From an optimization exercise on the open Yosys and OpenROAD flow, aimed at small area, a short achievable clock period and few clock cycles; shortcuts taken in it are not production practice.
Only simulation tests tie the RTL to the original design; equivalence was not proved.

### flow/constraint.sdc
create_clock -name core_clock -period 6.0 [get_ports {clk}]
set_input_delay 1.2000 -clock core_clock [delete_from_list [all_inputs] [get_ports {clk}]]
set_output_delay 1.2000 -clock core_clock [all_outputs]
set_load 0.01 [all_outputs]
### flow/standard.sh
#!/bin/bash
# synth_recipe.tcl (not shown) runs the flow's synth.tcl, then flattens the netlist and writes it again
# the make line also repeats each setting of config.mk as NAME=value (left out here)
make -C /OpenROAD-flow-scripts/flow DESIGN_CONFIG=/design/flow/config.mk WORK_HOME=/design/flow/orfs CLKGATE_MAP_FILE= SYNTH_SCRIPT=/design/flow/synth_recipe.tcl "${@:-finish}"
### flow/flow/run.sh
#!/bin/bash
# The standard layout, with these changes:
# - synthesis leaves adders to ABC as plain gates instead of mapping them
#   to the full/half-adder cells;
# - each port gets a buf_2 as its buffer.
set -euo pipefail
here=$(pwd)
mkdir -p scripts
for f in "$FLOW_HOME"/scripts/*; do ln -sf "$f" scripts/; done
rm -f scripts/abc_area.script
cp flow/abc_area.script scripts/abc_area.script
bash standard.sh ADDER_MAP_FILE= SCRIPTS_DIR="$here/scripts" "BUFFER_PORTS_ARGS=-buffer_cell sky130_fd_sc_hd__buf_2" finish > flow_make.log 2>&1
### flow/flow/abc_area.script
strash
&get -n
&deepsyn -J 5 -S 1
&put
balance
balance -l
resub -K 6 -l
rewrite -l
resub -K 6 -N 2 -l
refactor -l
resub -K 8 -l
balance -l
resub -K 8 -N 2 -l
rewrite -l
resub -K 10 -l
rewrite -z -l
resub -K 10 -N 2 -l
balance -l
resub -K 12 -l
refactor -z -l
resub -K 12 -N 2 -l
rewrite -z -l
balance -l
dch -f
map -B 0.9
map -B 0.9
topo
stime -c
buffer -c
upsize -c
dnsize -c
### flow/config.mk
export PLATFORM = sky130hd
export DESIGN_NAME = vendingMachine
export DESIGN_NICKNAME = vendingMachine
export VERILOG_FILES = /design/flow/design.v
export SDC_FILE = /design/flow/constraint.sdc
export NUM_CORES = 4
export LEC_CHECK = 0
export ABC_AREA = 1
export CAP_MARGIN = 20
export CORE_MARGIN = 2
export CORE_UTILIZATION = 40
export SLEW_MARGIN = 20
### flow/design.v
module vendingMachine(
   clk,
   reset,
   coinInA,
   coinInB,
   coinInC,
   coinInD,
   itemTypeIn,
   itemNumberIn,
   forceIn,
   coinOutA,
   coinOutB,
   coinOutC,
   coinOutD,
   itemTypeOut,
   itemNumberOut,
   serviceTypeOut
);
input          clk;
input          reset;
input  [5:0]   coinInA;
input  [5:0]   coinInB;
input  [5:0]   coinInC;
input  [5:0]   coinInD;
input  [1:0]   itemTypeIn;
input  [2:0]   itemNumberIn;
input          forceIn;
output [5:0]   coinOutA;
output [5:0]   coinOutB;
output [5:0]   coinOutC;
output [5:0]   coinOutD;
output [1:0]   itemTypeOut;
output [2:0]   itemNumberOut;
output [1:0]   serviceTypeOut;
reg            busy;              
reg            first;             
reg    [5:0]   countA, countB, countC, countD;   
reg    [9:0]   s5;                
reg    [2:0]   r;                 
reg    [3:0]   dq5;               
reg            rok;               
reg    [2:0]   num;               
reg    [1:0]   typ;
reg            frc;
function [4:0] cost5;             
   input [1:0] t;
   case (t)
      2'd0: cost5 = 5'd3;
      2'd1: cost5 = 5'd5;
      2'd2: cost5 = 5'd15;
      default: cost5 = 5'd20;
   endcase
endfunction
wire [3:0]  dq;                   
wire [2:0]  r0;                   
assign dq[0] = (~coinInD[4] & ~coinInD[3] & coinInD[2] & coinInD[0]) | (~coinInD[4] & ~coinInD[3] & coinInD[2] & coinInD[1]) | (~coinInD[5] & ~coinInD[4] & coinInD[3] & ~coinInD[2] & ~coinInD[1]) | (~coinInD[4] & coinInD[2] & coinInD[1] & coinInD[0]) | (~coinInD[5] & coinInD[4] & coinInD[3] & coinInD[2] & ~coinInD[1]) | (coinInD[5] & ~coinInD[4] & ~coinInD[3] & coinInD[1] & coinInD[0]) | (coinInD[5] & ~coinInD[4] & ~coinInD[3] & coinInD[2]) | (coinInD[5] & ~coinInD[4] & coinInD[2] & coinInD[0]) | (coinInD[5] & ~coinInD[4] & coinInD[2] & coinInD[1]) | (coinInD[5] & ~coinInD[3] & coinInD[2] & coinInD[1] & coinInD[0]) | (coinInD[4] & coinInD[3] & ~coinInD[2] & coinInD[1]) | (~coinInD[5] & coinInD[4] & ~coinInD[3] & ~coinInD[2]) | (coinInD[5] & coinInD[4] & ~coinInD[2] & ~coinInD[1]) | (~coinInD[5] & coinInD[4] & ~coinInD[2] & coinInD[0]);
assign dq[1] = (~coinInD[5] & ~coinInD[4] & coinInD[3] & coinInD[1]) | (~coinInD[5] & ~coinInD[4] & coinInD[3] & coinInD[2]) | (~coinInD[5] & coinInD[4] & ~coinInD[3] & ~coinInD[2]) | (~coinInD[5] & coinInD[3] & coinInD[2] & coinInD[1]) | (coinInD[5] & ~coinInD[4] & ~coinInD[3]) | (coinInD[5] & ~coinInD[3] & coinInD[2]) | (coinInD[5] & coinInD[4] & coinInD[3] & ~coinInD[2]) | (coinInD[5] & ~coinInD[3] & coinInD[1]);
assign dq[2] = (~coinInD[5] & coinInD[4] & coinInD[2]) | (~coinInD[5] & coinInD[4] & coinInD[3]) | (coinInD[5] & ~coinInD[4] & ~coinInD[3]) | (coinInD[4] & coinInD[3] & coinInD[2]);
assign dq[3] = (coinInD[5] & coinInD[3]) | (coinInD[5] & coinInD[4]);
assign r0[0] = (~coinInD[4] & ~coinInD[3] & coinInD[2] & coinInD[1] & ~coinInD[0]) | (~coinInD[5] & ~coinInD[4] & coinInD[3] & ~coinInD[2] & ~coinInD[1] & ~coinInD[0]) | (~coinInD[5] & ~coinInD[4] & coinInD[3] & coinInD[2] & ~coinInD[1] & coinInD[0]) | (~coinInD[5] & coinInD[4] & coinInD[3] & coinInD[2] & ~coinInD[1] & ~coinInD[0]) | (coinInD[5] & ~coinInD[4] & ~coinInD[3] & coinInD[2] & ~coinInD[0]) | (coinInD[5] & ~coinInD[4] & coinInD[2] & coinInD[1] & ~coinInD[0]) | (coinInD[5] & coinInD[4] & ~coinInD[3] & ~coinInD[2] & coinInD[1] & coinInD[0]) | (~coinInD[5] & ~coinInD[4] & ~coinInD[3] & ~coinInD[2] & coinInD[0]) | (coinInD[4] & ~coinInD[3] & ~coinInD[2] & ~coinInD[1] & ~coinInD[0]) | (coinInD[5] & ~coinInD[4] & coinInD[3] & ~coinInD[2] & coinInD[0]) | (coinInD[4] & coinInD[3] & coinInD[2] & coinInD[1] & coinInD[0]) | (~coinInD[5] & coinInD[4] & ~coinInD[3] & coinInD[2] & coinInD[0]) | (coinInD[5] & coinInD[4] & coinInD[3] & ~coinInD[2] & ~coinInD[0]) | (~coinInD[5] & coinInD[4] & ~coinInD[2] & coinInD[1] & ~coinInD[0]) | (coinInD[5] & coinInD[4] & coinInD[2] & ~coinInD[1] & coinInD[0]) | (~coinInD[4] & ~coinInD[3] & ~coinInD[2] & ~coinInD[1] & coinInD[0]) | (~coinInD[5] & ~coinInD[4] & ~coinInD[2] & coinInD[1] & coinInD[0]);
assign r0[1] = (~coinInD[5] & ~coinInD[4] & coinInD[3] & ~coinInD[1] & ~coinInD[0]) | (~coinInD[5] & ~coinInD[4] & coinInD[3] & coinInD[2] & ~coinInD[1]) | (~coinInD[5] & coinInD[4] & ~coinInD[3] & ~coinInD[2] & ~coinInD[1] & coinInD[0]) | (~coinInD[5] & coinInD[4] & coinInD[3] & ~coinInD[2] & coinInD[1] & coinInD[0]) | (~coinInD[5] & coinInD[3] & coinInD[2] & ~coinInD[1] & ~coinInD[0]) | (coinInD[5] & ~coinInD[4] & ~coinInD[3] & coinInD[2] & coinInD[1] & ~coinInD[0]) | (coinInD[5] & coinInD[4] & coinInD[3] & ~coinInD[2] & ~coinInD[1] & coinInD[0]) | (coinInD[5] & coinInD[3] & ~coinInD[2] & coinInD[1] & ~coinInD[0]) | (~coinInD[5] & ~coinInD[4] & ~coinInD[3] & coinInD[1] & coinInD[0]) | (coinInD[5] & coinInD[4] & ~coinInD[3] & ~coinInD[1] & ~coinInD[0]) | (~coinInD[5] & ~coinInD[3] & ~coinInD[2] & coinInD[1] & ~coinInD[0]) | (coinInD[5] & coinInD[3] & coinInD[2] & coinInD[1] & coinInD[0]) | (coinInD[5] & ~coinInD[3] & coinInD[2] & ~coinInD[1] & coinInD[0]) | (coinInD[5] & ~coinInD[4] & ~coinInD[3] & ~coinInD[2] & ~coinInD[1]) | (~coinInD[5] & coinInD[4] & ~coinInD[3] & coinInD[2] & coinInD[1]) | (coinInD[5] & coinInD[4] & coinInD[3] & coinInD[1] & ~coinInD[0]) | (coinInD[5] & ~coinInD[4] & coinInD[3] & coinInD[1] & coinInD[0]);
assign r0[2] = (coinInD[5] & ~coinInD[4] & ~coinInD[3] & ~coinInD[2] & coinInD[1] & ~coinInD[0]) | (~coinInD[5] & ~coinInD[4] & ~coinInD[3] & coinInD[2] & ~coinInD[1] & ~coinInD[0]) | (coinInD[5] & ~coinInD[4] & ~coinInD[3] & coinInD[2] & coinInD[1] & coinInD[0]) | (~coinInD[5] & ~coinInD[4] & coinInD[3] & ~coinInD[2] & ~coinInD[1] & coinInD[0]) | (coinInD[5] & ~coinInD[4] & coinInD[3] & coinInD[2] & ~coinInD[1] & ~coinInD[0]) | (~coinInD[5] & ~coinInD[4] & coinInD[3] & coinInD[2] & coinInD[1] & ~coinInD[0]) | (coinInD[5] & coinInD[4] & ~coinInD[3] & ~coinInD[2] & ~coinInD[1] & coinInD[0]) | (~coinInD[5] & coinInD[4] & ~coinInD[3] & ~coinInD[2] & coinInD[1] & coinInD[0]) | (coinInD[5] & coinInD[4] & ~coinInD[3] & coinInD[2] & coinInD[1] & ~coinInD[0]) | (~coinInD[5] & coinInD[4] & coinInD[3] & ~coinInD[2] & ~coinInD[1] & ~coinInD[0]) | (coinInD[5] & coinInD[4] & coinInD[3] & ~coinInD[2] & coinInD[1] & coinInD[0]) | (~coinInD[5] & coinInD[4] & coinInD[3] & coinInD[2] & ~coinInD[1] & coinInD[0]);
wire [7:0]  kn;                   
assign kn[0] = (~itemTypeIn[1] & itemNumberIn[0]) | (~itemTypeIn[0] & itemNumberIn[0]);
assign kn[1] = (~itemTypeIn[0] & ~itemNumberIn[1] & itemNumberIn[0]) | (~itemTypeIn[1] & itemTypeIn[0] & itemNumberIn[1]) | (~itemTypeIn[0] & itemNumberIn[1] & ~itemNumberIn[0]);
assign kn[2] = (~itemTypeIn[0] & ~itemNumberIn[2] & itemNumberIn[1] & ~itemNumberIn[0]) | (~itemTypeIn[1] & ~itemTypeIn[0] & itemNumberIn[2] & itemNumberIn[0]) | (itemTypeIn[0] & ~itemNumberIn[2] & itemNumberIn[0]) | (~itemTypeIn[1] & itemTypeIn[0] & itemNumberIn[2] & ~itemNumberIn[0]) | (itemTypeIn[1] & ~itemNumberIn[2] & itemNumberIn[0]) | (~itemTypeIn[0] & itemNumberIn[2] & ~itemNumberIn[1] & ~itemNumberIn[0]) | (itemTypeIn[1] & itemTypeIn[0] & itemNumberIn[0]);
assign kn[3] = (~itemNumberIn[2] & itemNumberIn[1] & itemNumberIn[0]) | (~itemTypeIn[0] & itemNumberIn[2] & ~itemNumberIn[1]) | (~itemTypeIn[1] & itemNumberIn[2] & ~itemNumberIn[1] & itemNumberIn[0]) | (itemTypeIn[0] & itemNumberIn[1] & ~itemNumberIn[0]) | (itemTypeIn[1] & ~itemTypeIn[0] & itemNumberIn[0]) | (itemTypeIn[1] & itemNumberIn[1]);
assign kn[4] = (~itemTypeIn[1] & ~itemTypeIn[0] & itemNumberIn[2] & itemNumberIn[1]) | (~itemTypeIn[1] & itemTypeIn[0] & itemNumberIn[2] & ~itemNumberIn[1]) | (itemTypeIn[1] & ~itemTypeIn[0] & itemNumberIn[1] & ~itemNumberIn[0]) | (itemTypeIn[1] & itemNumberIn[2] & ~itemNumberIn[0]) | (itemTypeIn[1] & itemTypeIn[0] & ~itemNumberIn[2] & itemNumberIn[0]) | (itemNumberIn[2] & itemNumberIn[1] & ~itemNumberIn[0]);
assign kn[5] = (~itemTypeIn[1] & itemTypeIn[0] & itemNumberIn[2] & itemNumberIn[1] & itemNumberIn[0]) | (itemTypeIn[1] & ~itemTypeIn[0] & itemNumberIn[2] & ~itemNumberIn[1] & ~itemNumberIn[0]) | (itemTypeIn[1] & ~itemTypeIn[0] & itemNumberIn[1] & itemNumberIn[0]) | (itemTypeIn[1] & itemTypeIn[0] & itemNumberIn[2] & ~itemNumberIn[1] & itemNumberIn[0]) | (itemTypeIn[1] & itemTypeIn[0] & itemNumberIn[1] & ~itemNumberIn[0]) | (itemTypeIn[1] & ~itemNumberIn[2] & itemNumberIn[1] & itemNumberIn[0]);
assign kn[6] = (itemTypeIn[1] & ~itemTypeIn[0] & itemNumberIn[2] & itemNumberIn[0]) | (itemTypeIn[1] & itemTypeIn[0] & itemNumberIn[2] & ~itemNumberIn[1]) | (itemTypeIn[1] & itemNumberIn[2] & itemNumberIn[1] & ~itemNumberIn[0]);
assign kn[7] = (itemTypeIn[1] & itemTypeIn[0] & itemNumberIn[2] & itemNumberIn[1] & itemNumberIn[0]);
wire [9:0]  v5   = {coinInA, 3'b0} + {3'b0, coinInA, 1'b0} + {3'b0, coinInB, 1'b0}
                 + {4'b0, coinInC} + {6'b0, dq};
wire [10:0] ev   = {1'b0, busy ? s5 : v5} + (busy ? {6'b0, cost5(typ)} : ~{3'b0, kn})
                 + {10'b0, ~busy};
wire        enough = ~ev[10];
reg  [5:0]  ge;
reg  [7:0]  th [1:6];
integer j;
always @* begin
   for (j = 1; j < 7; j = j + 1) begin
      case (itemTypeIn)
         2'd0: th[j] = j * 3;
         2'd1: th[j] = j * 5;
         2'd2: th[j] = j * 15;
         default: th[j] = j * 20;
      endcase
      ge[j-1] = (v5[9:8] != 2'b0) | (v5[7:0] >= th[j]);
   end
end
wire [6:0]  e    = {ge[5], ge[5:1] ^ ge[4:0], ~ge[0]};
wire [2:0]  nf   = {e[4] | e[5] | e[6], e[2] | e[3] | e[6], e[1] | e[3] | e[5]};
reg  [4:0]  sF;
integer k;
always @* begin
   sF = e[0] ? v5[4:0] : 5'd0;
   for (k = 1; k < 7; k = k + 1)
      sF = sF | ({5{e[k]}} & (v5[4:0] - th[k][4:0]));
end
wire [9:0]  s50  = enough ? ev[9:0] : forceIn ? {5'b0, sF} : v5;
wire [2:0]  num0 = enough ? itemNumberIn : forceIn ? nf : 3'd0;
wire [5:0]  fs   = {2'b0, s5[3:0]} + {2'b0, s5[7:4]} + {4'b0, s5[9:8]};
wire [2:0]  sm5;
assign sm5[0] = (~fs[4] & ~fs[3] & ~fs[2] & fs[0]) | (~fs[4] & ~fs[3] & fs[2] & fs[1] & ~fs[0]) | (~fs[4] & fs[3] & ~fs[2] & ~fs[1] & ~fs[0]) | (~fs[4] & ~fs[2] & fs[1] & fs[0]) | (~fs[4] & fs[3] & fs[2] & ~fs[1] & fs[0]) | (fs[4] & ~fs[3] & ~fs[2] & ~fs[0]) | (fs[4] & ~fs[3] & fs[2] & fs[0]) | (fs[4] & ~fs[2] & fs[1] & ~fs[0]) | (fs[4] & fs[3] & fs[2] & ~fs[1] & ~fs[0]) | (fs[4] & fs[2] & fs[1] & fs[0]);
assign sm5[1] = (fs[5]) | (~fs[4] & fs[3] & ~fs[1] & ~fs[0]) | (~fs[4] & fs[3] & fs[2] & ~fs[1]) | (fs[4] & ~fs[3] & ~fs[2] & ~fs[1] & fs[0]) | (fs[4] & fs[3] & ~fs[2] & fs[1] & fs[0]) | (fs[3] & fs[2] & ~fs[1] & ~fs[0]) | (~fs[4] & ~fs[3] & ~fs[2] & fs[1]) | (fs[4] & ~fs[3] & fs[1] & ~fs[0]) | (~fs[3] & fs[2] & fs[1] & fs[0]);
assign sm5[2] = (~fs[4] & ~fs[3] & fs[2] & ~fs[1] & ~fs[0]) | (~fs[4] & fs[3] & ~fs[2] & ~fs[1] & fs[0]) | (~fs[4] & fs[3] & fs[2] & fs[1] & ~fs[0]) | (fs[4] & ~fs[3] & ~fs[2] & fs[1] & fs[0]) | (fs[4] & fs[3] & ~fs[2] & ~fs[1] & ~fs[0]) | (fs[4] & fs[3] & fs[2] & ~fs[1] & fs[0]);
wire        b    = s5[0];
wire [3:0]  y    = {1'b0, sm5} + ((sm5[0] ^ b) ? 4'd5 : 4'd0);
wire [2:0]  m    = y[3:1];
wire [7:0]  p77  = s5[7:0] + {s5[5:0], 2'b0} + {s5[4:0], 3'b0} + {s5[1:0], 6'b0};
wire [7:0]  y77;
assign y77[0] = (y[0]);
assign y77[1] = (y[1]);
assign y77[2] = (~y[2] & y[0]) | (y[2] & ~y[0]);
assign y77[3] = (~y[3] & ~y[2] & ~y[1] & y[0]) | (y[1] & ~y[0]) | (y[2] & y[1]) | (y[3] & ~y[0]);
assign y77[4] = (y[3] & y[0]) | (~y[2] & y[1] & ~y[0]) | (y[2] & ~y[1] & ~y[0]) | (y[2] & y[1] & y[0]);
assign y77[5] = (y[3]) | (~y[2] & y[1] & y[0]) | (y[2] & ~y[1] & ~y[0]);
assign y77[6] = (y[3] & ~y[0]) | (~y[3] & ~y[2] & y[0]) | (y[2] & y[1] & ~y[0]);
assign y77[7] = (~y[2] & y[1]) | (y[2] & ~y[1] & y[0]) | (y[1] & ~y[0]) | (y[3] & y[0]);
wire [7:0]  a2   = p77 - y77;
wire [6:0]  a    = a2[7:1];
wire [10:0] r1x  = {1'b0, s5} - {2'b0, countA, 3'b0} - {4'b0, countA, 1'b0};
wire        exA  = ~r1x[10] & (r1x[9:0] >= 10'd10);
wire        rbig = r1x[9:8] != 2'b0;                          
wire [7:0]  rr   = exA ? r1x[7:0] : {4'b0, y};
wire [7:0]  u0   = {1'b0, countB, 1'b0} + {2'b0, countC};
wire [7:0]  uq   = u0 + {4'b0, dq5};
wire        bA   = r1x[7:0] >= {1'b0, countB, 1'b0} + 8'd2;
wire        bN   = {4'b0, y} >= {1'b0, countB, 1'b0} + 8'd2;
wire        cA_  = r1x[7:0] > u0;
wire        cN   = {4'b0, y} > u0;
wire        qA   = r1x[7:0] <= uq;
wire        qN   = {4'b0, y} <= uq;
wire        exB  = exA ? bA : bN;
wire        c0   = b & (countC == 6'd0);                      
wire        exC  = exB ? (exA ? cA_ : cN) : c0;
wire        okq  = exB ? (exA ? qA & ~rbig : qN) : ~(c0 & (dq5 == 4'd0));
wire        ok   = rok & okq & (first | frc | (num == 3'd0));
wire [7:0]  e2   = rr - {1'b0, countB, 1'b0};                 
wire [3:0]  qlo  = rr[3:0] - u0[3:0];                         
wire [5:0]  kq   = {qlo, 2'b0} + {2'b0, qlo} + {3'b0, r};
wire [5:0]  kD   = ~exC ? {3'b0, r} : exB ? kq : {3'b0, r} + 6'd5;
wire [5:0]  kA   = exA ? countA : a[5:0];
wire [5:0]  kB   = exB ? countB : rr[6:1];
wire [5:0]  kC   = exC ? countC : exB ? e2[5:0] : {5'b0, b};
wire [6:0]  tA   = {1'b0, countA} + {1'b0, coinInA};
wire [6:0]  tB   = {1'b0, countB} + {1'b0, coinInB};
wire [6:0]  tC   = {1'b0, countC} + {1'b0, coinInC};
wire [6:0]  tD   = {1'b0, countD} + {1'b0, coinInD};
wire [5:0]  pA   = exA ? 6'd0 : countA - a[5:0];
wire [5:0]  pB   = exB ? 6'd0 : countB - rr[6:1];
wire [5:0]  pC   = exC ? 6'd0 : countC - (exB ? e2[5:0] : {5'b0, b});
wire [5:0]  pD   = countD - kD;
wire [5:0]  nA   = busy ? pA : tA[6] ? 6'd63 : tA[5:0];
wire [5:0]  nB   = busy ? pB : tB[6] ? 6'd63 : tB[5:0];
wire [5:0]  nC   = busy ? pC : tC[6] ? 6'd63 : tC[5:0];
wire [5:0]  nD   = busy ? pD : tD[6] ? 6'd63 : tD[5:0];
wire [5:0]  cD1  = tD[6] ? 6'd63 : tD[5:0];
wire [5:0]  dmr  = cD1 - {3'b0, r0};
wire [3:0]  dq50;
assign dq50[0] = (~dmr[4] & ~dmr[3] & dmr[2] & dmr[0]) | (~dmr[4] & ~dmr[3] & dmr[2] & dmr[1]) | (~dmr[5] & ~dmr[4] & dmr[3] & ~dmr[2] & ~dmr[1]) | (~dmr[4] & dmr[2] & dmr[1] & dmr[0]) | (~dmr[5] & dmr[4] & dmr[3] & dmr[2] & ~dmr[1]) | (dmr[5] & ~dmr[4] & ~dmr[3] & dmr[1] & dmr[0]) | (dmr[5] & ~dmr[4] & ~dmr[3] & dmr[2]) | (dmr[5] & ~dmr[4] & dmr[2] & dmr[0]) | (dmr[5] & ~dmr[4] & dmr[2] & dmr[1]) | (dmr[5] & ~dmr[3] & dmr[2] & dmr[1] & dmr[0]) | (dmr[4] & dmr[3] & ~dmr[2] & dmr[1]) | (~dmr[5] & dmr[4] & ~dmr[3] & ~dmr[2]) | (dmr[5] & dmr[4] & ~dmr[2] & ~dmr[1]) | (~dmr[5] & dmr[4] & ~dmr[2] & dmr[0]);
assign dq50[1] = (~dmr[5] & ~dmr[4] & dmr[3] & dmr[1]) | (~dmr[5] & ~dmr[4] & dmr[3] & dmr[2]) | (~dmr[5] & dmr[4] & ~dmr[3] & ~dmr[2]) | (~dmr[5] & dmr[3] & dmr[2] & dmr[1]) | (dmr[5] & ~dmr[4] & ~dmr[3]) | (dmr[5] & ~dmr[3] & dmr[2]) | (dmr[5] & dmr[4] & dmr[3] & ~dmr[2]) | (dmr[5] & ~dmr[3] & dmr[1]);
assign dq50[2] = (~dmr[5] & dmr[4] & dmr[2]) | (~dmr[5] & dmr[4] & dmr[3]) | (dmr[5] & ~dmr[4] & ~dmr[3]) | (dmr[4] & dmr[3] & dmr[2]);
assign dq50[3] = (dmr[5] & dmr[3]) | (dmr[5] & dmr[4]);
always @(posedge clk) begin
   s5     <= busy ? ev[9:0] : s50;
   num    <= busy ? num - 3'd1 : num0;
   first  <= ~busy;
end
always @(posedge clk) begin
   if (!reset) begin
      busy   <= 1'b0;
      countA <= 6'd5;
      countB <= 6'd30;
      countC <= 6'd10;
      countD <= 6'd20;
   end
   else if (!busy) begin
      if (itemNumberIn != 3'd0) begin
         busy   <= 1'b1;
         countA <= nA;
         countB <= nB;
         countC <= nC;
         countD <= nD;
         r      <= r0;
         dq5    <= dq50;
         rok    <= cD1 >= {3'b0, r0};
         typ    <= itemTypeIn;
         frc    <= forceIn;
      end
   end
   else if (ok) begin
      busy   <= 1'b0;
      countA <= nA;
      countB <= nB;
      countC <= nC;
      countD <= nD;
   end
end
assign coinOutA       = kA;
assign coinOutB       = kB;
assign coinOutC       = kC;
assign coinOutD       = kD;
assign itemTypeOut    = typ;
assign itemNumberOut  = num;
assign serviceTypeOut = !busy ? 2'b01 : ok ? 2'b00 : 2'b10;
endmodule
==> results.txt, run 1 <==
Critical path:
- The slowest stage of the critical path is the dfxtp_1 cell.
- The critical path in this run is classified as reg -> out.
- For this run, the slowest stage of the critical path takes 0.44 ns.
- For the worst flop-to-flop path, the logic depth is 24.
- The largest fanout of any net on the critical path is 26.
- The worst path arrival time is 4.30 ns.
- The required time at the endpoint of the critical path is 4.80 ns.
- The worst reg2reg path startpoint is countB[0].
- Setup slack on the worst reg-to-reg path comes out at 0.97 ns.
- The startpoint type of the worst setup path is a flop.
- The worst setup path is captured at an output pin.
- The dominant cell type by count on the critical path is nand2_1.
- The capturing point of the worst reg2reg path is countA[3].

Floorplan:
- The floorplan step set the die height to 154 um.
- The die covers 0.0239 sq mm.
- The number of top-level pins is 63.
- The overall die width is 154 um.
- The initial core utilization is 40.4%.
- The area of the core region is 0.0224 sq mm.
- The number of placement rows is 55.

Hold path:
- The tightest min-delay check is of the reg -> reg type.
- The worst hold path depth is 2.
- The terminating pin of the worst hold path is num[2].
- The startpoint identified for the worst hold timing path is num[2].

Timing:
- The final number of max-transition violations is 0.
- Adding up every negative setup slack in the final design gives 0 ns.
- The shortest period the worst path allows is 5.50 ns.
- At the pin with the least slew margin, the transition time is 0.933 ns.
- In the finished design, the share of the clock period the worst path needs comes to 91.7%.
- The final count of negative-setup-slack endpoints is 0.
- For this run, the top clock speed supported by timing is 182 MHz.
- The number of endpoints with negative hold slack in the final report is 0.
- The normalized max-slew margin is 37.5%.
- Setup repair after global routing left no endpoint under its margin.
- The least setup slack across all paths after layout is 0.497 ns.
- The clock arrives with 0.0194 ns of skew.

Clock network:
- The CTS tree is done.
- The clock slew seen by the registers of the worst setup and hold paths is 0.08 ns.
- The clock sink count is 50.
- Clock tree synthesis selected as its root buffer the cell clkbuf_16.
- The clock insertion delay at the later pin of the skew report is 0.32 ns.
- Buffers inserted to repair hold after CTS numbered 0.
- No sink is reached through more buffers than the 2 on the longest clock path.
- Clock tree synthesis inserted a total of 5 buffers.
- In this run the number of H-tree levels came out at 2.

GRT:
- In the global route stage, overall resource usage came out at 25.5%.
- The number of global-route vias before repair is 9649.
- The global-route wire length before repair is 49.1 mm.
- The number of antenna violations at the first check in global routing is 1.
- Entering global routing, the biggest net connects 36 pins.
- The total overflow left after global routing is 0.

Status:
- The run finished with no timing, DRC or antenna violations.

Run:
- Max-cap violations in this run came to 0.

Synthesis:
- By area the synthesized netlist is led by nand2_1 19%, dfxtp_1 8.6%, inv_1 8.3%.
- Synthesis handed over a netlist of 1583 instances.
- The biggest area consumer among synthesized cells is nand2_1.
- The synthesized design contains 50 register bits.
- Summing the sequential cell areas from Yosys gives 12.3% of the chip area.
- nand2_1 is the most common cell in the netlist.
- By count the netlist is led by 468 x nand2_1, 201 x inv_1, 114 x nor2_1, 113 x o21ai_0, 106 x nand3_1.
- The post-synthesis async set-or-reset flop share is 0%.
- The cell area that synthesis handed to floorplanning was 0.00906 sq mm.
- The number of warning messages in the yosys log is 2.
- In this run, distinct cell masters in the synthesized netlist total 73.
- Among all flip-flop cells after synthesis, the most frequent one is dfxtp_1.
- The number of enable-type register cells in the synthesized netlist is 11.
- Each instance of the synthesized netlist takes up on average 5.72 sq um.
- The synthesized net count is 1615.
- The fraction of synthesized cell area taken by the top area cell type is 19.4%.

Routing:
- The detailed router finished its first iteration with 719 violations.
- The first detailed-routing pass ran for 7 iterations.
- For this block, the via count after detailed routing is 10400.
- The remaining antenna violation count after routing is 0.
- The total routed wirelength is 30.3 mm.
- Using the TritonRoute via totals, the vias-per-cell ratio works out to 5.40.
- The routed length per instance is 15.8 um.
- The final routed DRC violation total is 0.

Final layout:
- The layout has 2507 filler cells.
- For this run, the post-layout net count is 1664.
- In the final layout, the multi-input gates occupy 0.00692 sq mm.
- The total non-filler cell area in the finished layout is 0.00983 sq mm.
- The utilization of the core after routing is 43.8%.
- Summing all flip-flop and latch instances after layout gives 0.00112 sq mm.
- The growth of design area from synthesis to finish is 8.58%.
- The share of post-route cells with drive strength above 1 is 15.2%.

Placed design:
- The congestion estimate from routability-driven global placement came to 0.978.
- Port buffering added 62 buffers.
- The post-placement setup slack is 0.629 ns.
- Summing all placed instances gives a cell area of 0.00963 sq mm.
- The detailed placer's ending HPWL is 25.1 mm.
-- flip-flops by register name, summed over array words and instances (netlist names) --
signal	count
r	3
frc	1
countA	6
countC	6
countB	6
rok	1
s5	10
busy	1
first	1
countD	6
num	3
typ	2
dq5	4
-- area by class of cell --
class / instances / area share (%)
Inverter: 232 / 8.96
Timing Repair Buffer: 71 / 3.84
Tap cell: 285 / 3.63
Clock inverter: 3 / 0.496
Multi-Input combinational cell: 1272 / 70.4
Clock buffer: 5 / 1.27
Antenna cell: 1 / 0.0254
Sequential cell: 50 / 11.4
-- worst max path at each step --
stage / end / cells after the start / startpoint
after floorplan: coinOutA[5] / 33 / s5[1]
after global placement: s5[1] / 25 / coinInB[2]
after detailed placement: s5[1] / 25 / coinInB[2]
after CTS: coinOutA[5] / 32 / s5[1]
after global routing: coinOutD[5] / 31 / countA[0]
final: coinOutD[0] / 33 / countA[0]
-- cells in the final DEF (no fill, tap or decap), types with 6 or more instances in the layout --
| master | count |
|---|---|
| nand2_1 | 467 |
| inv_1 | 201 |
| nor2_1 | 114 |
| o21ai_0 | 113 |
| nand3_1 | 106 |
| xor2_1 | 69 |
| a21oi_1 | 65 |
| buf_2 | 62 |
| nand2_2 | 46 |
| dfxtp_1 | 33 |
| xnor2_1 | 28 |
| inv_2 | 26 |
| or2_2 | 21 |
| o22ai_1 | 20 |
| o21ai_1 | 18 |
| nand4_1 | 17 |
| o211ai_1 | 16 |
| nand2_4 | 13 |
| a31oi_1 | 12 |
| nor2_2 | 11 |
| nor3_1 | 11 |
| edfxtp_1 | 11 |
| maj3_1 | 10 |
| buf_4 | 9 |
| nand3_2 | 7 |
| a21o_1 | 7 |
| or2_1 | 7 |
| a211oi_1 | 7 |
| o221ai_1 | 6 |
-- critical path, delay by kind of cell (launching register included) --
| family | cells | cell delay, ns |
|---|---|---|
| AOI/OAI and AO/OA | 1 | 0.26 |
| buffers and inverters | 4 | 0.55 |
| DFF | 1 | 0.44 |
| and+or+nand+nor | 28 | 2.73 |
-- cell families (layout without fill, tap and decap cells) --
logic type                 after synthesis  in the layout  share of synthesized area, %
buffers and inverters                  261            311                          11.5
DFF                                     50             50                          12.3
xor gates and xnor gates               103            103                          10.4
other                                    1              2                        0.0414
adders and majority gates               11             11                          1.23
AOI/OAI and AO/OA                      313            313                          21.2
and+or+nand+nor                        844            844                          43.4
-- per-stage QoR --
stage               std cells  hold WS, ns
finish                   1919        0.538
global route             1918        0.562
CTS                      1917        0.532
detailed placement       1909        0.514
global placement         1909        0.520
floorplan                1583        0.474
-- metal layers --
metal  GRT usage, %  routed length (um)
met5              0                   0
met1           34.8               14200
met3           2.33                1790
met2           42.9               13400
met4           7.19                 927
-- timing repair --
item,CTS,global route
endpoints found under the setup margin,0,9
setup buffers,0,1
resized for setup,0,10
Testbench counts, summed over its fixed seeds: cycles 15,992.
==> run 2: changes to the inputs <==
--- a/flow/flow/abc_area.script
+++ b/flow/flow/abc_area.script
@@ -22,6 +22,5 @@
 rewrite -z -l
 balance -l
-dch -f
-map -B 0.9
+dch
 map -B 0.9
 topo
==> results.txt, run 2 <==
Routing:
- The routed length on met2 is 13.0 mm.
- Routed signal wires occupy layers up through met4.
- The final layout contains routed wiring with a total length of 29.2 mm.
- The met1 routed wirelength after detailed routing is 13.9 mm.
- Wire segments on met3 add up to 1.68 mm in the final route.
- The routed length per instance is 15.3 um.
- The average via count per standard cell is 5.36.
- The number of detailed-route iterations in the first pass is 6.
- The final routed DRC violation total is 0.
- The detailed router finished its first iteration with 772 violations.
- The total number of vias is 10200.
- The remaining antenna violation count after routing is 0.

Synthesis:
- The dominant synthesized flop cell is dfxtp_1.
- Sequential cells were found to cover 12.8% of the synthesized design area.
- Yosys mapped a number of flops with a built-in enable equal to 11.
- During synthesis, Yosys emitted a total of 2 warnings.
- The post-synthesis async set-or-reset flop share is 0%.
- The post-synthesis instance area is 0.00867 sq mm.
- By area the synthesized netlist is led by nand2_1 20%, inv_1 9.6%, dfxtp_1 9.0%.
- The synthesized area divided by synthesized cell count is 5.51 sq um.
- The synthesized net count is 1607.
- The number of storage elements in the synthesis netlist is 50.
- By count the netlist is led by 458 x nand2_1, 222 x inv_1, 151 x nor2_1, 112 x o21ai_0, 109 x nand3_1.
- Among all cell types in the netlist, the one instantiated most often is nand2_1.
- After synthesis, the largest area contributor takes up 19.8% of total cell area.
- The number of different library cells used by synthesis comes to 60.
- Synthesis produced a netlist whose cell count is 1575.
- Of all cell types, the one taking the most synthesized area is nand2_1.

Critical path:
- For flop-to-flop paths, the worst setup slack is 0.79 ns.
- The kind of cell adding the most delay to the critical path is simple AND/OR/NAND/NOR gates.
- For the worst setup path, the data required time is 4.80 ns.
- The worst reg2reg path depth is 36.
- The critical path in this run is classified as reg -> out.
- The startpoint type of the worst setup path is a flop.
- The number of cells on the critical path is 34.
- The most numerous cell type found on the critical path is nand2_1.
- The worst reg2reg path startpoint is s5[1].
- Counting both buffers and inverters, the worst setup path holds a total of 5.
- The largest stage delay on the critical path is 0.37 ns.
- The worst path arrival time is 4.42 ns.
- The capturing point of the worst reg2reg path is countB[4].
- On the critical path, the stage with the largest delay is an instance of dfxtp_2.
- Of all nets on the critical path, the largest fanout is 9.
- The critical path endpoint category is an output pin.

Timing:
- The final number of max-transition violations was 0.
- The portion of the clock cycle consumed by the worst path in the final layout is 93.7%.
- The final-layout worst hold slack is 0.553 ns.
- The shortest period the worst path allows is 5.62 ns.
- The worst setup skew after layout is 0.0115 ns.
- The slew of the pin with the lowest slew margin is 0.923 ns.
- The number of endpoints with negative hold slack in the final report is 0.
- The achievable clock frequency is 178 MHz.
- Measured against its own limit, the worst slew margin works out to 38.3%.
- Setup violations remaining at the end of the flow were counted as 0.
- The least setup slack across all paths after layout is 0.380 ns.

Floorplan:
- In this run the standard cell core region covers 0.0212 sq mm.
- The floorplan step set the die height to 151 um.
- The area enclosed by the die boundary is 0.0229 sq mm.
- The number of placement rows is 53.
- The overall die width is 151 um.
- 63 I/O pins were placed.
- The initial core utilization is 41.0%.

Clock network:
- The CTS tree is done.
- The clock insertion delay at the later pin of the skew report is 0.31 ns.
- The clock slew seen by the registers of the worst setup and hold paths is 0.08 ns.
- The TritonCTS buffer count is 5.
- In this run, post-CTS hold repair placed 0 buffers.
- The buffer cell driving the clock tree root is clkbuf_16.
- The H-tree generated during clock tree synthesis spans 2 levels.
- Counting every sink on the clock net gives 50.
- The longest clock path from root to sink contains 2 buffers.

Final layout:
- The area growth from synthesis to layout is 10.4%.
- The register with the most flip-flops in the layout has 10 of them.
- The share of post-route cells with drive strength above 1 is 13.7%.
- In the layout the commonest cells are 454 x nand2_1, 221 x inv_1, 149 x nor2_1.
- The register bank with the most flops is s5.
- The count of nets after finishing is 1667.
- The count of cells in the finished layout, fillers not included, comes to 1911.
- The leading cell type in the layout, fill and taps excluded is nand2_1.
- The repair_antennas step left the layout with diodes totalling 0.

Placed design:
- After legalization and detailed placement, the total HPWL measured 23.6 mm.
- Before CTS, the worst setup slack after placement is 0.272 ns.
- The global placement routability congestion is 1.05.
- After detailed placement, the design holds a cell count of 1894.
- The count of buffers added on input and output ports is 62.

GRT:
- Summed over all layers, the global routing overflow is 0.
- The global-route total usage across every layer is 25.5%.
- Entering global routing, the biggest net connects 38 pins.
- The number of antenna violations at the first check in global routing was 0.
- The number of global-route vias before repair is 9097.
- The global-route wire length before repair is 46.3 mm.

Hold path:
- The hold path startpoint is countD[0].
- The worst min-delay path class is reg -> reg.
- The worst hold path depth is 2.
- The worst hold path terminates at countD[0].

Run:
- The tool flagged a number of max-cap violations equal to 0.

Status:
- The run finished with no timing, DRC or antenna violations.
[run 2: cell types whose count changed after synthesis, sizes merged, moves of 10 or more]
cell / change
nor2: +28
xnor2: -11
nand3: +10
nand2: -32
or2: -10
[run 2: logic make-up (layout without fill, tap and decap cells)]
kind of cell | Yosys count | in the layout | synth area share [%]
AO/OA/AOI/OAI | 304 | 304 | 20.7
XOR/XNOR | 95 | 95 | 9.76
adder cells (fa/ha/maj) | 8 | 8 | 0.923
buffers and inverters | 275 | 336 | 12.7
flip-flops | 50 | 50 | 12.8
other | 1 | 1 | 0.0432
AND/OR/NAND/NOR | 842 | 842 | 43.0
[run 2: metrics by stage]
| step | util [%] | cell area, sq um | setup TNS, ns |
|---|---|---|---|
| CTS | 44.5 | 9420 | 0 |
| detailed placement | 43.7 | 9250 | 0 |
| global placement | 43.7 | 9250 | 0 |
| floorplan | - | 8670 | 0 |
| global route | 45.3 | 9580 | -0.0287 |
| finish | 45.3 | 9580 | 0 |
[run 2: worst register-to-register path, delay by kind of cell (launching register included)]
family	cells	cell delay [ns]
buffers and inverters	6	1.00
and+or+nand+nor	28	3.22
AOI/OAI and AO/OA	2	0.57
DFF	1	0.37
[run 2: worst max path at each step]
stage	slack, ns	end	start
floorplan	1.23	num[0]	coinInD[3]
global placement	0.39	num[1]	coinInD[3]
detailed placement	0.27	num[1]	coinInD[3]
CTS	0.14	coinOutD[5]	s5[4]
global route	-0.03	coinOutD[5]	s5[1]
finish	0.38	coinOutD[5]	s5[1]
[run 2: per-layer routing]
| layer | track usage [%] | vias to the layer above |
|---|---|---|
| met2 | 41.1 | 317 |
| met3 | 2.56 | 50 |
| met5 | 0 | - |
| li1 | - | 5250 |
| met1 | 36.2 | 4628 |
| met4 | 6.87 | 0 |
[run 2: cell type report]
type,instances,area (sq um)
Clock buffer,6,129
Sequential cell,50,1130
Multi-Input combinational cell,1250,6520
Clock inverter,2,37.5
Inverter,240,901
Tap cell,275,344
Timing Repair Buffer,88,513
Fill cell,2378,11600
[run 2: repair_timing]
item | in CTS | in global routing
endpoints found under the setup margin | 0 | 15
gates resized for setup | 0 | 33
buffers inserted | 0 | 9
==> run 3: changes to the inputs <==
--- a/flow/flow/abc_area.script
+++ b/flow/flow/abc_area.script
@@ -24,4 +24,5 @@
 dch
 map -B 0.9
+map -B 0.9
 topo
 stime -c
==> results.txt, run 3 <==
GRT:
- Global routing consumed, over all layers together, 24.9% of the routing resources.
- The global-route wire length before repair is 47.5 mm.
- The pin count of the biggest net entering global routing is 36.
- The number of antenna violations at the first check in global routing is 0.
- The number of global-route vias before repair was 9188.
- The final global-route overflow total is 0.

Synthesis:
- The count of cell types in the netlist is 66.
- The fraction of synthesized cell area taken by the top area cell type is 21.5%.
- The synthesized area divided by synthesized cell count is 5.55 sq um.
- Synthesis produced a netlist with a net count of 1634.
- The post-synthesis instance area is 0.00889 sq mm.
- The commonest cells after synthesis are 510 x nand2_1, 204 x inv_1, 121 x nor2_1, 121 x o21ai_0, 108 x nand3_1.
- Yosys mapped a number of flops with a built-in enable equal to 11.
- By area the synthesized netlist is led by nand2_1 22%, dfxtp_1 8.8%, inv_1 8.6%.
- For this run, asynchronously set or reset flops after synthesis account for 0%.
- The synthesized design spends more area on one cell type than any other, namely nand2_1.
- Among all flip-flop cells after synthesis, the most frequent one is dfxtp_1.
- Among all cell types in the netlist, the one instantiated most often is nand2_1.
- The post-synthesis sequential area ratio is 12.5%.
- The number of warning messages in the yosys log is 2.
- The number of storage elements in the synthesis netlist is 50.
- Counting every instance in the synthesized netlist gives 1602.

Critical path:
- The launch point of the critical path is s5[5].
- The master of the slowest instance on the critical path is dfxtp_2.
- Broken down by cell family, the worst path's largest delay share belongs to simple AND/OR/NAND/NOR gates.
- The worst setup path is launched from a flop.
- STA puts the critical path data arrival time at 4.27 ns.
- On the worst path, the slowest cell contributes a delay of 0.44 ns.
- The path type of the worst setup path is reg -> out.
- The critical path endpoint category is an output pin.
- In this run the worst path has a maximum fanout of 8.
- The startpoint identified for the worst register-to-register timing path is s5[2].
- Among the stages of the critical path, the cell type that occurs most often is nand2_1.
- The required time at the endpoint of the critical path is 4.80 ns.
- The register-to-register path setup slack is 0.97 ns.
- The number of buffers and inverters on the critical path is 5.

Placed design:
- At the end of routability-driven placement, the weighted congestion stood at 0.981.
- The number of buffers inserted by port buffering is 62.
- The count of placed standard cells including taps is 1919.
- The cell area after placement is 0.00941 sq mm.
- Before CTS, the worst setup slack after placement is 0.238 ns.
- The detailed placer's ending HPWL is 24.4 mm.

Floorplan:
- The number of top-level pins is 63.
- The die is 153 um tall.
- The number of placement rows is 54.
- The overall die width is 153 um.
- The area of the core region is 0.0218 sq mm.
- The floorplan step defined a die boundary enclosing 0.0234 sq mm.
- The initial utilization of the core area, before any placement, comes to 40.7%.

Final layout:
- The library cell used most frequently in the layout, excluding fill and tap cells, is nand2_1.
- The library cells used most frequently in the layout, excluding fill and tap cells, are 505 x nand2_1, 202 x inv_1, 120 x o21ai_0.
- The register with the most flip-flops in the layout has 10 of them.
- The post-layout instance count excluding filler cells is 1935.
- The total non-filler cell area in the finished layout is 0.00977 sq mm.
- The growth of design area from synthesis to finish is 9.91%.
- In the final layout, the share of cells above drive strength 1 is 14.4%.
- 0 antenna diodes ended up in the layout.
- More flip-flops sit in one register than any other, and that register is s5.
- The count of nets after finishing is 1686.

Routing:
- The final routed DRC violation total is 0.
- Dividing the detail-routed wire length by the instance count gives 15.5 um.
- The remaining antenna violation count after routing is 0.
- The routed layout has 10300 vias.
- The total routed wirelength is 29.9 mm.
- Dividing the detail-routed via count by the number of cells gives 5.31.
- The number of detailed-route iterations in the first pass is 6.
- The initial detailed-routing violation count is 983.

Timing:
- The final number of max-transition violations came to 0.
- The final count of negative-setup-slack endpoints is 0.
- Setup slack closes at 0.531 ns.
- The worst setup skew after layout is 0.0199 ns.
- Across all hold checks on the routed design, the worst slack comes to 0.541 ns.
- Based on the critical path, the design can be clocked at up to 183 MHz.
- In the finished design, the share of the clock period the worst path needs comes to 91.2%.
- The shortest period the worst path allows is 5.47 ns.
- The number of endpoints with negative hold slack in the final report is 0.
- The slew of the pin with the lowest slew margin is 0.716 ns.
- Headroom to the max-slew limit came out at 52.2%.

Clock network:
- The buffer cell driving the clock tree root is clkbuf_16.
- Counting the buffers created by CTS gives 5.
- The clock slew seen by the registers of the worst setup and hold paths is 0.08 ns.
- The clock sink count is 50.
- TritonCTS built the clock tree.
- The clock insertion delay at the later pin of the skew report is 0.32 ns.
- The number of buffers between clock root and the deepest sink is 2.
- The H-tree depth reported by CTS is 2.

Status:
- The flow ran to the end and the layout has no timing, DRC or antenna violations.

Hold path:
- The hold path startpoint is countD[4].
- The worst min-delay path class is reg -> reg.

Run:
- Max-cap violations in this run came to 0.
## run 3: cell families (layout without fill, tap and decap cells)
kind of cell / Yosys count / in the layout / synth area share (%)
adders and majority gates: 10 / 10 / 1.14
and+or+nand+nor: 871 / 871 / 43.7
xor gates and xnor gates: 101 / 101 / 10.0
other: 1 / 1 / 0.0422
buffers and inverters: 273 / 326 / 12.6
DFF: 50 / 50 / 12.5
AOI/OAI and AO/OA: 296 / 296 / 20.0
## run 3: cell type report
cell class / count / area [sq um]
clock buffer: 5 / 125
clock inverter: 3 / 43.8
fill: 2394 / 12100
inverter: 236 / 891
multi-input combinational: 1279 / 6750
sequential: 50 / 1130
tap: 280 / 350
timing repair buffer: 82 / 477
## run 3: through the flow
stage	TNS, ns	utilization (%)
after floorplan	0	-
after global placement	0	43.1
after detailed placement	0	43.1
after CTS	0	43.9
after global routing	-0.00473	44.8
final	0	44.8
## run 3: what timing repair did
| action | 4_1_cts | 5_1_grt |
|---|---|---|
| resized for setup | 1 | 39 |
| hold buffers | 0 | 0 |
| pin swaps | 0 | 4 |
| buffers inserted | 0 | 8 |
| setup endpoints to repair | 2 | 17 |
| hold endpoints to repair | 0 | 0 |
| cloned | 0 | 0 |
## run 3: worst min-delay path: stages, from the launching register on
cell	delay [ns]
dfxtp_1	0.37
nand2_1	0.09
nand2_1	0.05
## run 3: final timing paths
path                                    end  depth (start not counted)
worst max-delay path            coinOutD[5]                         36
worst min-delay path              countD[4]                          2
worst max register to register    countB[3]                         39
worst min register to register    countD[4]                          2
## run 3: routing by layer
layer | vias to the layer above | GRT usage, % | share of wire [%]
met2 | 289 | 42.0 | 46
li1 | 5307 | - | -
met3 | 30 | 1.84 | 5.6
met4 | 0 | 5.16 | 1.5
met5 | - | 0 | 0
met1 | 4644 | 34.8 | 47

==> port drivers added, routing unchanged <==
How much do the figures lean on ideal ports? The routed layouts below were timed once more, with nothing changed but the port constraints. Step 1 (the two cells are an assumption about what drives the block):
set clk [get_ports {clk}]
set_driving_cell -lib_cell sky130_fd_sc_hd__clkbuf_16 $clk
set_driving_cell -lib_cell sky130_fd_sc_hd__buf_2 [delete_from_list [all_inputs] $clk]
Step 2 times the ports against the registers' clock, not the clock port: input delays grow and output delays shrink by t, the midpoint of the rising clock arrivals with the driver on. a / b / c = ideal ports / drivers / drivers and shift; a / b = the first two.
| run | shift t [ns] | setup slack, ns | clock arrival spread, ns | slew at the worst register clock pin (ns) |
|---|---|---|---|---|
| run 1 | 0.355 | 0.497 / 0.452 / 0.504 | 0.020 / 0.019 | 0.09 / 0.09 |
| run 2 | 0.346 | 0.380 / 0.339 / 0.269 | 0.011 / 0.012 | 0.08 / 0.08 |
| run 3 | 0.353 | 0.531 / 0.487 / 0.534 | 0.020 / 0.020 | 0.09 / 0.09 |
After both steps setup and hold are still met in every run listed. The setup slack of run 2, which loses most, moves by -0.041 ns with the drivers and by -0.111 ns with both steps.
